This design comes from an exercise in tuning for small area and a short achievable clock period on the open sky130 flow, not from production work.
The RTL was checked by simulation tests, not by an equivalence proof against the original design.
Power figures rest on the tool's default switching activity, not on a simulated workload.

$ cat flow/design.v
`timescale 1ns / 1ps
module Parameterized_ALU#(parameter N = 16)(
    input clk,
    input [N-1:0] A,
    input [N-1:0] B,
    input [3:0] ALU_Func,
    output reg [N-1:0] ALU_out,
    output reg Carry,
    output  Arith,
    output  Shift,
    output  CMP,
    output  Logic
    );
    wire sub = ALU_Func[0] | ALU_Func[3];
    wire [15:0] bx = B ^ {16{sub}};
    wire [16:0] c;
    wire [15:0] s;
    assign c[0] = sub;
    genvar i;
    generate for (i = 0; i < 16; i = i + 1) begin : add
      assign s[i] = A[i] ^ bx[i] ^ c[i];
      assign c[i+1] = (A[i] & bx[i]) | (c[i] & (A[i] ^ bx[i]));
    end endgenerate
    wire lt = ~c[16];             
    wire eq = ~|(A ^ B);
    wire gt = ~lt & ~eq;
    wire [15:0] md;
    alu_muldiv u_md(.A(A), .B(B), .div(ALU_Func[0]), .Y(md));
    always @(posedge clk) begin
        Carry <= 1'b0;
        case (ALU_Func)
            4'b0000: {Carry, ALU_out} <= {c[16], s};
            4'b0001: {Carry, ALU_out} <= {lt, s};
            4'b0010: ALU_out <= md;
            4'b0011: ALU_out <= md;
            4'b0100: ALU_out <= A & B;
            4'b0101: ALU_out <= A | B;
            4'b0110: ALU_out <= ~(A & B);
            4'b0111: ALU_out <= ~(A | B);
            4'b1000: ALU_out <= A ^ B;
            4'b1001: ALU_out <= ~(A ^ B);
            4'b1010: ALU_out <= {15'b0, eq};
            4'b1011: ALU_out <= {14'b0, gt, 1'b0};
            4'b1100: ALU_out <= {14'b0, lt, lt};
            4'b1101: ALU_out <= {1'b0, A[15:1]};
            4'b1110: ALU_out <= {A[14:0], 1'b0};
            default: ALU_out <= 16'b0;
        endcase
    end
    assign Arith = (ALU_Func[3:2] == 2'b00);
    assign Logic = (ALU_Func[3:2] == 2'b01) || (ALU_Func == 4'b1000) || (ALU_Func == 4'b1001);
    assign CMP   = (ALU_Func == 4'b1010) || (ALU_Func == 4'b1011) || (ALU_Func == 4'b1100);
    assign Shift = (ALU_Func == 4'b1101) || (ALU_Func == 4'b1110);
endmodule
module alu_muldiv(input [15:0] A, input [15:0] B, input div, output [15:0] Y);
  wire [15:0] y = div ? ~B : A;
  wire [15:0] q;
  wire [16:0] hiz;
  assign hiz[16] = 1'b1;
  genvar w;
  generate for (w = 15; w >= 1; w = w - 1) begin : hz
    assign hiz[w] = hiz[w+1] & ~B[w];
  end endgenerate
  wire [0:0] s1_t, s1_r;
  wire [1:0] s1_c;
  assign s1_c[0] = div;
  assign s1_t = div & A[15];
  generate for (w = 0; w < 1; w = w + 1) begin : c1
    assign s1_c[w+1] = (s1_t[w] & y[w]) | ((s1_t[w] | y[w]) & s1_c[w]);
  end endgenerate
  assign q[15] = hiz[1] & s1_c[1];
  wire ctl1 = div ? q[15] : B[15];
  assign s1_r = s1_t ^ ({1{ctl1}} & (y[0:0] ^ s1_c[0:0]));
  wire [1:0] s2_t, s2_r;
  wire [2:0] s2_c;
  assign s2_c[0] = div;
  assign s2_t = {s1_r, div & A[14]};
  generate for (w = 0; w < 2; w = w + 1) begin : c2
    assign s2_c[w+1] = (s2_t[w] & y[w]) | ((s2_t[w] | y[w]) & s2_c[w]);
  end endgenerate
  assign q[14] = hiz[2] & s2_c[2];
  wire ctl2 = div ? q[14] : B[14];
  assign s2_r = s2_t ^ ({2{ctl2}} & (y[1:0] ^ s2_c[1:0]));
  wire [2:0] s3_t, s3_r;
  wire [3:0] s3_c;
  assign s3_c[0] = div;
  assign s3_t = {s2_r, div & A[13]};
  generate for (w = 0; w < 3; w = w + 1) begin : c3
    assign s3_c[w+1] = (s3_t[w] & y[w]) | ((s3_t[w] | y[w]) & s3_c[w]);
  end endgenerate
  assign q[13] = hiz[3] & s3_c[3];
  wire ctl3 = div ? q[13] : B[13];
  assign s3_r = s3_t ^ ({3{ctl3}} & (y[2:0] ^ s3_c[2:0]));
  wire [3:0] s4_t, s4_r;
  wire [4:0] s4_c;
  assign s4_c[0] = div;
  assign s4_t = {s3_r, div & A[12]};
  generate for (w = 0; w < 4; w = w + 1) begin : c4
    assign s4_c[w+1] = (s4_t[w] & y[w]) | ((s4_t[w] | y[w]) & s4_c[w]);
  end endgenerate
  assign q[12] = hiz[4] & s4_c[4];
  wire ctl4 = div ? q[12] : B[12];
  assign s4_r = s4_t ^ ({4{ctl4}} & (y[3:0] ^ s4_c[3:0]));
  wire [4:0] s5_t, s5_r;
  wire [5:0] s5_c;
  assign s5_c[0] = div;
  assign s5_t = {s4_r, div & A[11]};
  generate for (w = 0; w < 5; w = w + 1) begin : c5
    assign s5_c[w+1] = (s5_t[w] & y[w]) | ((s5_t[w] | y[w]) & s5_c[w]);
  end endgenerate
  assign q[11] = hiz[5] & s5_c[5];
  wire ctl5 = div ? q[11] : B[11];
  assign s5_r = s5_t ^ ({5{ctl5}} & (y[4:0] ^ s5_c[4:0]));
  wire [5:0] s6_t, s6_r;
  wire [6:0] s6_c;
  assign s6_c[0] = div;
  assign s6_t = {s5_r, div & A[10]};
  generate for (w = 0; w < 6; w = w + 1) begin : c6
    assign s6_c[w+1] = (s6_t[w] & y[w]) | ((s6_t[w] | y[w]) & s6_c[w]);
  end endgenerate
  assign q[10] = hiz[6] & s6_c[6];
  wire ctl6 = div ? q[10] : B[10];
  assign s6_r = s6_t ^ ({6{ctl6}} & (y[5:0] ^ s6_c[5:0]));
  wire [6:0] s7_t, s7_r;
  wire [7:0] s7_c;
  assign s7_c[0] = div;
  assign s7_t = {s6_r, div & A[9]};
  generate for (w = 0; w < 7; w = w + 1) begin : c7
    assign s7_c[w+1] = (s7_t[w] & y[w]) | ((s7_t[w] | y[w]) & s7_c[w]);
  end endgenerate
  assign q[9] = hiz[7] & s7_c[7];
  wire ctl7 = div ? q[9] : B[9];
  assign s7_r = s7_t ^ ({7{ctl7}} & (y[6:0] ^ s7_c[6:0]));
  wire [7:0] s8_t, s8_r;
  wire [8:0] s8_c;
  assign s8_c[0] = div;
  assign s8_t = {s7_r, div & A[8]};
  generate for (w = 0; w < 8; w = w + 1) begin : c8
    assign s8_c[w+1] = (s8_t[w] & y[w]) | ((s8_t[w] | y[w]) & s8_c[w]);
  end endgenerate
  assign q[8] = hiz[8] & s8_c[8];
  wire ctl8 = div ? q[8] : B[8];
  assign s8_r = s8_t ^ ({8{ctl8}} & (y[7:0] ^ s8_c[7:0]));
  wire [8:0] s9_t, s9_r;
  wire [9:0] s9_c;
  assign s9_c[0] = div;
  assign s9_t = {s8_r, div & A[7]};
  generate for (w = 0; w < 9; w = w + 1) begin : c9
    assign s9_c[w+1] = (s9_t[w] & y[w]) | ((s9_t[w] | y[w]) & s9_c[w]);
  end endgenerate
  assign q[7] = hiz[9] & s9_c[9];
  wire ctl9 = div ? q[7] : B[7];
  assign s9_r = s9_t ^ ({9{ctl9}} & (y[8:0] ^ s9_c[8:0]));
  wire [9:0] s10_t, s10_r;
  wire [10:0] s10_c;
  assign s10_c[0] = div;
  assign s10_t = {s9_r, div & A[6]};
  generate for (w = 0; w < 10; w = w + 1) begin : c10
    assign s10_c[w+1] = (s10_t[w] & y[w]) | ((s10_t[w] | y[w]) & s10_c[w]);
  end endgenerate
  assign q[6] = hiz[10] & s10_c[10];
  wire ctl10 = div ? q[6] : B[6];
  assign s10_r = s10_t ^ ({10{ctl10}} & (y[9:0] ^ s10_c[9:0]));
  wire [10:0] s11_t, s11_r;
  wire [11:0] s11_c;
  assign s11_c[0] = div;
  assign s11_t = {s10_r, div & A[5]};
  generate for (w = 0; w < 11; w = w + 1) begin : c11
    assign s11_c[w+1] = (s11_t[w] & y[w]) | ((s11_t[w] | y[w]) & s11_c[w]);
  end endgenerate
  assign q[5] = hiz[11] & s11_c[11];
  wire ctl11 = div ? q[5] : B[5];
  assign s11_r = s11_t ^ ({11{ctl11}} & (y[10:0] ^ s11_c[10:0]));
  wire [11:0] s12_t, s12_r;
  wire [12:0] s12_c;
  assign s12_c[0] = div;
  assign s12_t = {s11_r, div & A[4]};
  generate for (w = 0; w < 12; w = w + 1) begin : c12
    assign s12_c[w+1] = (s12_t[w] & y[w]) | ((s12_t[w] | y[w]) & s12_c[w]);
  end endgenerate
  assign q[4] = hiz[12] & s12_c[12];
  wire ctl12 = div ? q[4] : B[4];
  assign s12_r = s12_t ^ ({12{ctl12}} & (y[11:0] ^ s12_c[11:0]));
  wire [12:0] s13_t, s13_r;
  wire [13:0] s13_c;
  assign s13_c[0] = div;
  assign s13_t = {s12_r, div & A[3]};
  generate for (w = 0; w < 13; w = w + 1) begin : c13
    assign s13_c[w+1] = (s13_t[w] & y[w]) | ((s13_t[w] | y[w]) & s13_c[w]);
  end endgenerate
  assign q[3] = hiz[13] & s13_c[13];
  wire ctl13 = div ? q[3] : B[3];
  assign s13_r = s13_t ^ ({13{ctl13}} & (y[12:0] ^ s13_c[12:0]));
  wire [13:0] s14_t, s14_r;
  wire [14:0] s14_c;
  assign s14_c[0] = div;
  assign s14_t = {s13_r, div & A[2]};
  generate for (w = 0; w < 14; w = w + 1) begin : c14
    assign s14_c[w+1] = (s14_t[w] & y[w]) | ((s14_t[w] | y[w]) & s14_c[w]);
  end endgenerate
  assign q[2] = hiz[14] & s14_c[14];
  wire ctl14 = div ? q[2] : B[2];
  assign s14_r = s14_t ^ ({14{ctl14}} & (y[13:0] ^ s14_c[13:0]));
  wire [14:0] s15_t, s15_r;
  wire [15:0] s15_c;
  assign s15_c[0] = div;
  assign s15_t = {s14_r, div & A[1]};
  generate for (w = 0; w < 15; w = w + 1) begin : c15
    assign s15_c[w+1] = (s15_t[w] & y[w]) | ((s15_t[w] | y[w]) & s15_c[w]);
  end endgenerate
  assign q[1] = hiz[15] & s15_c[15];
  wire ctl15 = div ? q[1] : B[1];
  assign s15_r = s15_t ^ ({15{ctl15}} & (y[14:0] ^ s15_c[14:0]));
  wire [15:0] s16_t, s16_r;
  wire [16:0] s16_c;
  assign s16_c[0] = div;
  assign s16_t = {s15_r, div & A[0]};
  generate for (w = 0; w < 16; w = w + 1) begin : c16
    assign s16_c[w+1] = (s16_t[w] & y[w]) | ((s16_t[w] | y[w]) & s16_c[w]);
  end endgenerate
  assign q[0] = hiz[16] & s16_c[16];
  wire ctl16 = div ? q[0] : B[0];
  assign s16_r = s16_t ^ ({16{ctl16}} & (y[15:0] ^ s16_c[15:0]));
  assign Y = div ? q : s16_r;
endmodule
$ cat flow/run.sh
#!/bin/bash
# synth_recipe.tcl (not shown) runs the flow's synth.tcl, then flattens the netlist and writes it again
# the make line also repeats each setting of config.mk as NAME=value (left out here)
make -C /OpenROAD-flow-scripts/flow DESIGN_CONFIG=/design/flow/config.mk WORK_HOME=/design/flow/orfs CLKGATE_MAP_FILE= SYNTH_SCRIPT=/design/flow/synth_recipe.tcl finish
$ cat flow/config.mk
export PLATFORM = sky130hd
export DESIGN_NAME = Parameterized_ALU
export DESIGN_NICKNAME = Parameterized_ALU
export VERILOG_FILES = /design/flow/design.v
export SDC_FILE = /design/flow/constraint.sdc
export NUM_CORES = 4
export LEC_CHECK = 0
export ABC_AREA = 1
export CAP_MARGIN = 20
export CORE_MARGIN = 2
export CORE_UTILIZATION = 40
export GPL_TIMING_DRIVEN = 0
export SLEW_MARGIN = 20
$ cat flow/constraint.sdc
create_clock -name core_clock -period 35.0 [get_ports {clk}]
set_input_delay 7.0000 -clock core_clock [delete_from_list [all_inputs] [get_ports {clk}]]
set_output_delay 7.0000 -clock core_clock [all_outputs]
set_load 0.01 [all_outputs]
==> results.sh, run 1 <==
export IMPL_syn_avg_cell_area_um2=5.671
export IMPL_dp_hpwl_mm=28.77
export IMPL_antenna_found_initial=0
export IMPL_rsz0062_at_grt="false"
export IMPL_area_growth_pct=10.02
export IMPL_cts_repair_resized=0
export IMPL_cts_sinks=17
export IMPL_fp_dieH_um=166.8
export IMPL_initial_core_util_pct=40.67
export IMPL_grt_max_degree=12
export IMPL_cts_reportedPaths_clkPinSlew_ps=60
export IMPL_layout_drive_gt1_share_pct=15.86
export IMPL_grt_pass1_wl_mm=54.23
export IMPL_critPathMostFrequentCell="nand3_2"
export IMPL_synth_area_top_cells="nand2_1 21%, inv_1 9.7%, nand3_2 9.0%"
export IMPL_setup_violations=0
export IMPL_ir_drop_uv=36.41
export IMPL_mostFrequentLayoutCells="596 x nand2_1, 274 x inv_1, 188 x nor2_1"
export IMPL_final_setup_tns_ps=0
export IMPL_drtPass1Iterations=5
export IMPL_worstMarginPinSlew_ps=1126
export IMPL_ys_seq_elements=17
export IMPL_cts_tree="yes"
export IMPL_crit_type="primary input to register"
export IMPL_gp_congestion=0.9889
export IMPL_yosysTopAreaCellShare_pct=21.11
export IMPL_top_level_ports=58
export IMPL_drc=0
export IMPL_leakage_nw=6.342
export IMPL_drt_iter0_markers=675
export IMPL_synth_area_um2=10600
export IMPL_start_kind="primary input"
export IMPL_dr_total_vias=11410
export IMPL_routed_wl_mm=33.79
export IMPL_die_x_um=166.8
export IMPL_layout_commonest_cell="nand2_1"
export IMPL_postCtsHoldBufs=0
export IMPL_grt_usage_pct=23.83
export IMPL_hp_class="primary input to register"
export IMPL_maxCapViolCount=0
export IMPL_cellPowerDensity_nw_per_um2=48.50
export IMPL_cpMaxStageDelayCell="clkdlybuf4s50_1"
export IMPL_viasPerCell=5.038
export IMPL_coreArea_um2=26060
export IMPL_clockRootBuffer="clkbuf_16"
export IMPL_syn_instance_count=1869
export IMPL_layout_nets=2014
export IMPL_final_area_um2=11660
export IMPL_min_period_ps=27650
export IMPL_detail_route_antenna_nets=0
export IMPL_fmax_mhz=36.16
export IMPL_hold_viol_final=0
export IMPL_rows=59
export IMPL_critical_path_max_stage_delay_ps=640
export IMPL_async_reset_ff_share_pct=0
export IMPL_clk_path_buf_depth=2
export IMPL_crit_required_ps=35130
export IMPL_pre_cts_slack_ps=7121
export IMPL_relSlewSlack_pct=22.99
export IMPL_synth_distinct_cells=53
export IMPL_synth_flop_cell="dfxtp_1"
export IMPL_cp_num_buf_inv=14
export IMPL_slew_viol_final=0
export IMPL_synth_edf_count=0
export IMPL_diodes=0
export IMPL_status="finished clean"
export IMPL_arrival_ps=27780
export IMPL_yosys_warnings=1
export IMPL_cts_setup_buffers=0
export IMPL_holdWs_ps=7396
export IMPL_port_buffers=56
export IMPL_synth_nets=1953
export IMPL_die_area_um2=27820
export IMPL_post_route_period_util_pct=79.01
export IMPL_grt_ovfl_total=0
export IMPL_nFillCells=2866
export IMPL_worstPathMaxFanout=10
export IMPL_critPathTopFamily="simple AND/OR/NAND/NOR gates"
export IMPL_cts_buffers_inserted=3
export IMPL_dpl_cell_area_um2=11580
export IMPL_finalWorstSetupSlack_ps=7345
export IMPL_grt_pass1_vias=10470
export IMPL_wl_per_cell_um=14.93
export IMPL_synth_seq_area_share_pct=3.211
export IMPL_yosysTopAreaCell="nand2_1"
export IMPL_worstSetupEndpointType="register"
export IMPL_htree_levels=1
-- where the power goes --
group	leakage [nW]	internal (mW)	switching (mW)
Sequential	0.142	0.0237	0.00211
Clock	0.0371	0.0155	0.00898
Combinational	6.16	0.180	0.335
-- worst paths after layout --
| check | depth (start not counted) | end | startpoint |
|---|---|---|---|
| max | 206 | ALU_out[7] | B[10] |
| min | 7 | ALU_out[15] | ALU_Func[0] |
-- cell usage after synthesis (4+ instances only) --
library cell  number
xor2_1           103
a21oi_1           11
nor2_1           188
ha_1              32
nand2_4           16
clkbuf_8          34
a211oi_1           8
inv_2             17
nand4_1           11
clkinv_1           8
fa_1              15
nand3_2           95
o21ai_0           53
buf_6             13
nor2_2             5
inv_1            274
clkbuf_1           7
o221ai_1           6
nand3_1          161
o21ai_1            5
nand2_1          596
xor2_2            11
xnor2_1            8
dfxtp_1           17
nor4_1             9
a2111oi_0          8
nand2_2           90
or2_1              6
nand3b_1           4
o22ai_1           14
nor3_1             8
-- layer usage --
layer	routed length, um	GRT usage, %	vias to the layer above	share of wire [%]
met5	0	0	-	0
met4	602	4.685	0	1.8
met3	1635	2.115	45	4.8
met2	15630	41.05	255	46
met1	15930	32.54	5189	47
li1	-	-	5918	-
-- cells by family (layout without fill, tap and decap cells) --
| logic type | Yosys count | after routing | share of synthesized area (%) |
|---|---|---|---|
| AO/OA/AOI/OAI | 123 | 123 | 7.284 |
| XOR/XNOR | 122 | 122 | 10.86 |
| adder cells (fa/ha/maj) | 47 | 47 | 6.611 |
| buffers and inverters | 362 | 422 | 17.42 |
| flip-flops | 17 | 17 | 3.211 |
| AND/OR/NAND/NOR | 1198 | 1198 | 54.61 |
-- per-stage QoR --
step / total power, mW / std cells / util [%]
finish: 0.5655 / 2264 / 44.75
global route: 0.6343 / 2264 / 44.75
CTS: 0.5668 / 2264 / 44.75
detailed placement: 0.5400 / 2260 / 44.43
global placement: 0.5307 / 2260 / 44.43
floorplan: 0.4281 / 1869 / -
-- registers in the layout, indices dropped and copies added (netlist names) --
name and count:
ALU_out 16, Carry 1
-- area by class of cell --
| cell class | count | area (um2) | area share (%) |
|---|---|---|---|
| buffer | 58 | 670.6 | 5.751 |
| clock buffer | 3 | 75.07 | 0.6438 |
| clock inverter | 1 | 7.507 | 0.06438 |
| inverter | 304 | 1176 | 10.09 |
| multi-input combinational | 1490 | 8412 | 72.14 |
| sequential | 17 | 340.3 | 2.918 |
| tap | 335 | 419.2 | 3.594 |
| timing repair buffer | 56 | 560.5 | 4.807 |
==> inputs of run 2 (changes only) <==
--- a/flow/config.mk
+++ b/flow/config.mk
@@ -11,3 +11,2 @@
 export CORE_UTILIZATION = 40
-export GPL_TIMING_DRIVEN = 0
 export SLEW_MARGIN = 20
==> run 2 against run 1 <==
Total power down 3.1%. Cell count fell by 1.7%. Worst hold slack better by 280 ps. Combinational power down 4%. Sequential cell count unchanged. Critical path type unchanged. Critical endpoint unchanged.
==> results.sh, run 2 <==
export IMPL_routed_wl_mm=33.76
export IMPL_start_kind="primary input"
export IMPL_reg_top3="ALU_out x16, Carry x1"
export IMPL_layout_drive_gt1_share_pct=14.70
export IMPL_synth_nets=1953
export IMPL_synth_flop_cell="dfxtp_1"
export IMPL_layout_commonest_cell="nand2_1"
export IMPL_initial_core_util_pct=40.67
export IMPL_viasPerCell=5.120
export IMPL_arrival_ps=28130
export IMPL_dr_total_vias=11400
export IMPL_drtPass1Iterations=6
export IMPL_gp_congestion=0.9616
export IMPL_synth_distinct_cells=53
export IMPL_slew_viol_final=0
export IMPL_critical_path_max_stage_delay_ps=530
export IMPL_antenna_found_initial=0
export IMPL_finalWorstSetupSlack_ps=7012
export IMPL_cpMaxStageDelayCell="buf_4"
export IMPL_htree_levels=1
export IMPL_mostFrequentLayoutCells="596 x nand2_1, 274 x inv_1, 187 x nor2_1"
export IMPL_grt_pass1_vias=10410
export IMPL_synth_area_um2=10600
export IMPL_grt_pass1_wl_mm=54.17
export IMPL_postCtsHoldBufs=0
export IMPL_cts_buffers_inserted=3
export IMPL_top_level_ports=58
export IMPL_synth_edf_count=0
export IMPL_coreArea_um2=26060
export IMPL_cts_sinks=17
export IMPL_area_growth_pct=5.277
export IMPL_leakage_nw=6.094
export IMPL_min_period_ps=27990
export IMPL_syn_avg_cell_area_um2=5.671
export IMPL_yosysTopAreaCellShare_pct=21.11
export IMPL_multi_input_area_um2=8427
export IMPL_drc=0
export IMPL_clockRootBuffer="clkbuf_16"
export IMPL_ir_drop_uv=26.06
export IMPL_worstMarginPinSlew_ps=1096
export IMPL_holdWs_ps=7673
export IMPL_relSlewSlack_pct=25.03
export IMPL_grt_ovfl_total=0
export IMPL_cp_num_buf_inv=13
export IMPL_yosys_warnings=1
export IMPL_cts_tree="yes"
export IMPL_clk_path_buf_depth=2
export IMPL_post_route_period_util_pct=79.97
export IMPL_crit_type="primary input to register"
export IMPL_hp_class="primary input to register"
export IMPL_maxCapViolCount=0
export IMPL_largest_register="ALU_out"
export IMPL_port_buffers=57
export IMPL_grt_usage_pct=23.81
export IMPL_yosysTopAreaCell="nand2_1"
export IMPL_critPathTopFamily="simple AND/OR/NAND/NOR gates"
export IMPL_wl_per_cell_um=15.17
export IMPL_cts_repair_resized=0
export IMPL_async_reset_ff_share_pct=0
export IMPL_dp_hpwl_mm=26.63
export IMPL_syn_instance_count=1869
export IMPL_worstPathMaxFanout=58
export IMPL_pre_cts_slack_ps=6831
export IMPL_critPathMostFrequentCell="nand3_2"
export IMPL_worstSetupEndpointType="register"
export IMPL_rows=59
export IMPL_grt_max_degree=59
export IMPL_layout_nets=1976
export IMPL_final_setup_tns_ps=0
export IMPL_cts_setup_buffers=0
export IMPL_diodes=0
export IMPL_worstSetupPathDepth=212
export IMPL_synth_most_common_cell="nand2_1"
export IMPL_detail_route_antenna_nets=0
export IMPL_seqCellArea_um2=340.3
export IMPL_fmax_mhz=35.73
export IMPL_nFillCells=2844
export IMPL_post_route_util_pct=42.82
export IMPL_drt_iter0_markers=1041
export IMPL_synth_top_cells_by_count="596 x nand2_1, 274 x inv_1, 188 x nor2_1, 161 x nand3_1, 103 x xor2_1"
export IMPL_rsz0062_at_grt="false"
export IMPL_fp_dieH_um=166.8
export IMPL_status="finished clean"
export IMPL_setup_violations=0
export IMPL_synth_area_top_cells="nand2_1 21%, inv_1 9.7%, nand3_2 9.0%"
export IMPL_worstHoldPathCells=4
export IMPL_ys_seq_elements=17
export IMPL_crit_required_ps=35140
export IMPL_largest_reg_flops=16
export IMPL_cts_reportedPaths_clkPinSlew_ps=70
export IMPL_synth_seq_area_share_pct=3.211
export IMPL_cellPowerDensity_nw_per_um2=49.10
export IMPL_die_area_um2=27820
export IMPL_die_x_um=166.8
export IMPL_hold_viol_final=0
[run 2: cell count changes in the layout (fill, tap and decap cells not counted)]
cell,change
clkbuf_8,-34
buf_4,+17
buf_6,-13
clkbuf_1,-7
o21ai_0,-4
o21ai_2,+3
clkbuf_4,-2
a2111oi_0,-1
a2111oi_1,+1
clkdlybuf4s50_1,+1
nor2_1,-1
nor2_2,+1
o21ai_1,+1
[run 2: cell type report]
class                   instances  share of cell area, %
well taps                     335                  3.756
flip-flops and latches         17                  3.050
multi-input cells            1490                  75.52
clock buffers                   3                 0.6728
inverters                     304                  10.54
clock inverters                 1                0.06728
repair buffers                 76                  6.392
[run 2: kinds of logic after synthesis]
kind of cell / share of synthesized area (%)
xor gates and xnor gates: 10.86
DFF: 3.211
AOI/OAI and AO/OA: 7.284
buffers and inverters: 17.42
and+or+nand+nor: 54.61
adders and majority gates: 6.611
[run 2: power breakdown]
part,leakage (nW),switching [mW],internal [mW]
clock network,0.0371,0.0108,0.0156
logic,5.91,0.327,0.168
registers,0.142,0.00230,0.0236
[run 2: final timing paths]
check | startpoint | to
worst max-delay path | ALU_Func[0] | ALU_out[7]
worst min-delay path | A[0] | ALU_out[0]
[run 2: metal layers]
| layer | wire, um | vias to the layer above | track usage, % |
|---|---|---|---|
| met1 | 15720 | 5167 | 33.13 |
| met5 | 0 | - | 0 |
| met2 | 15280 | 342 | 40.41 |
| met4 | 650 | 0 | 5.135 |
| li1 | - | 5839 | - |
| met3 | 2113 | 50 | 1.663 |
[run 2: stage by stage]
stage | std cells | total power [mW] | instance area [um2]
after CTS | 2226 | 0.5474 | 11160
after floorplan | 1869 | 0.4281 | 10600
final | 2226 | 0.5479 | 11160
after global routing | 2226 | 0.6178 | 11160
after detailed placement | 2222 | 0.5182 | 11070
after global placement | 2222 | 0.5118 | 11070

port drivers added, routing unchanged:
Ports are ideal in the flow. The routed layouts listed here were re-timed in OpenROAD.
Step 1 sets driving cells, clkbuf_16 on the clock port and buf_2 on the other inputs (assumed; they add their load-dependent delay and slew).
Step 2 also shifts input and output timing later by t, the mid clock arrival at the registers, as if the neighbouring blocks saw the same clock.
a / b / c = ideal / step 1 / step 2; a / b = the first two.
run	t, ns	slack for setup (ns)	hold WS [ns]	worst setup path at the end	slew at the worst register clock pin (ns)
run 1	0.290	7.345 / 7.348 / 7.058	7.396 / 7.397 / 7.687	input to register	0.06 / 0.06
run 2	0.301	7.012 / 7.025 / 6.724	7.673 / 7.663 / 7.760	input to register	0.07 / 0.07
After both steps every run listed still meets setup and hold. The setup slack of run 2, which loses most, moves by +0.013 ns with the drivers and by -0.288 ns with both steps.
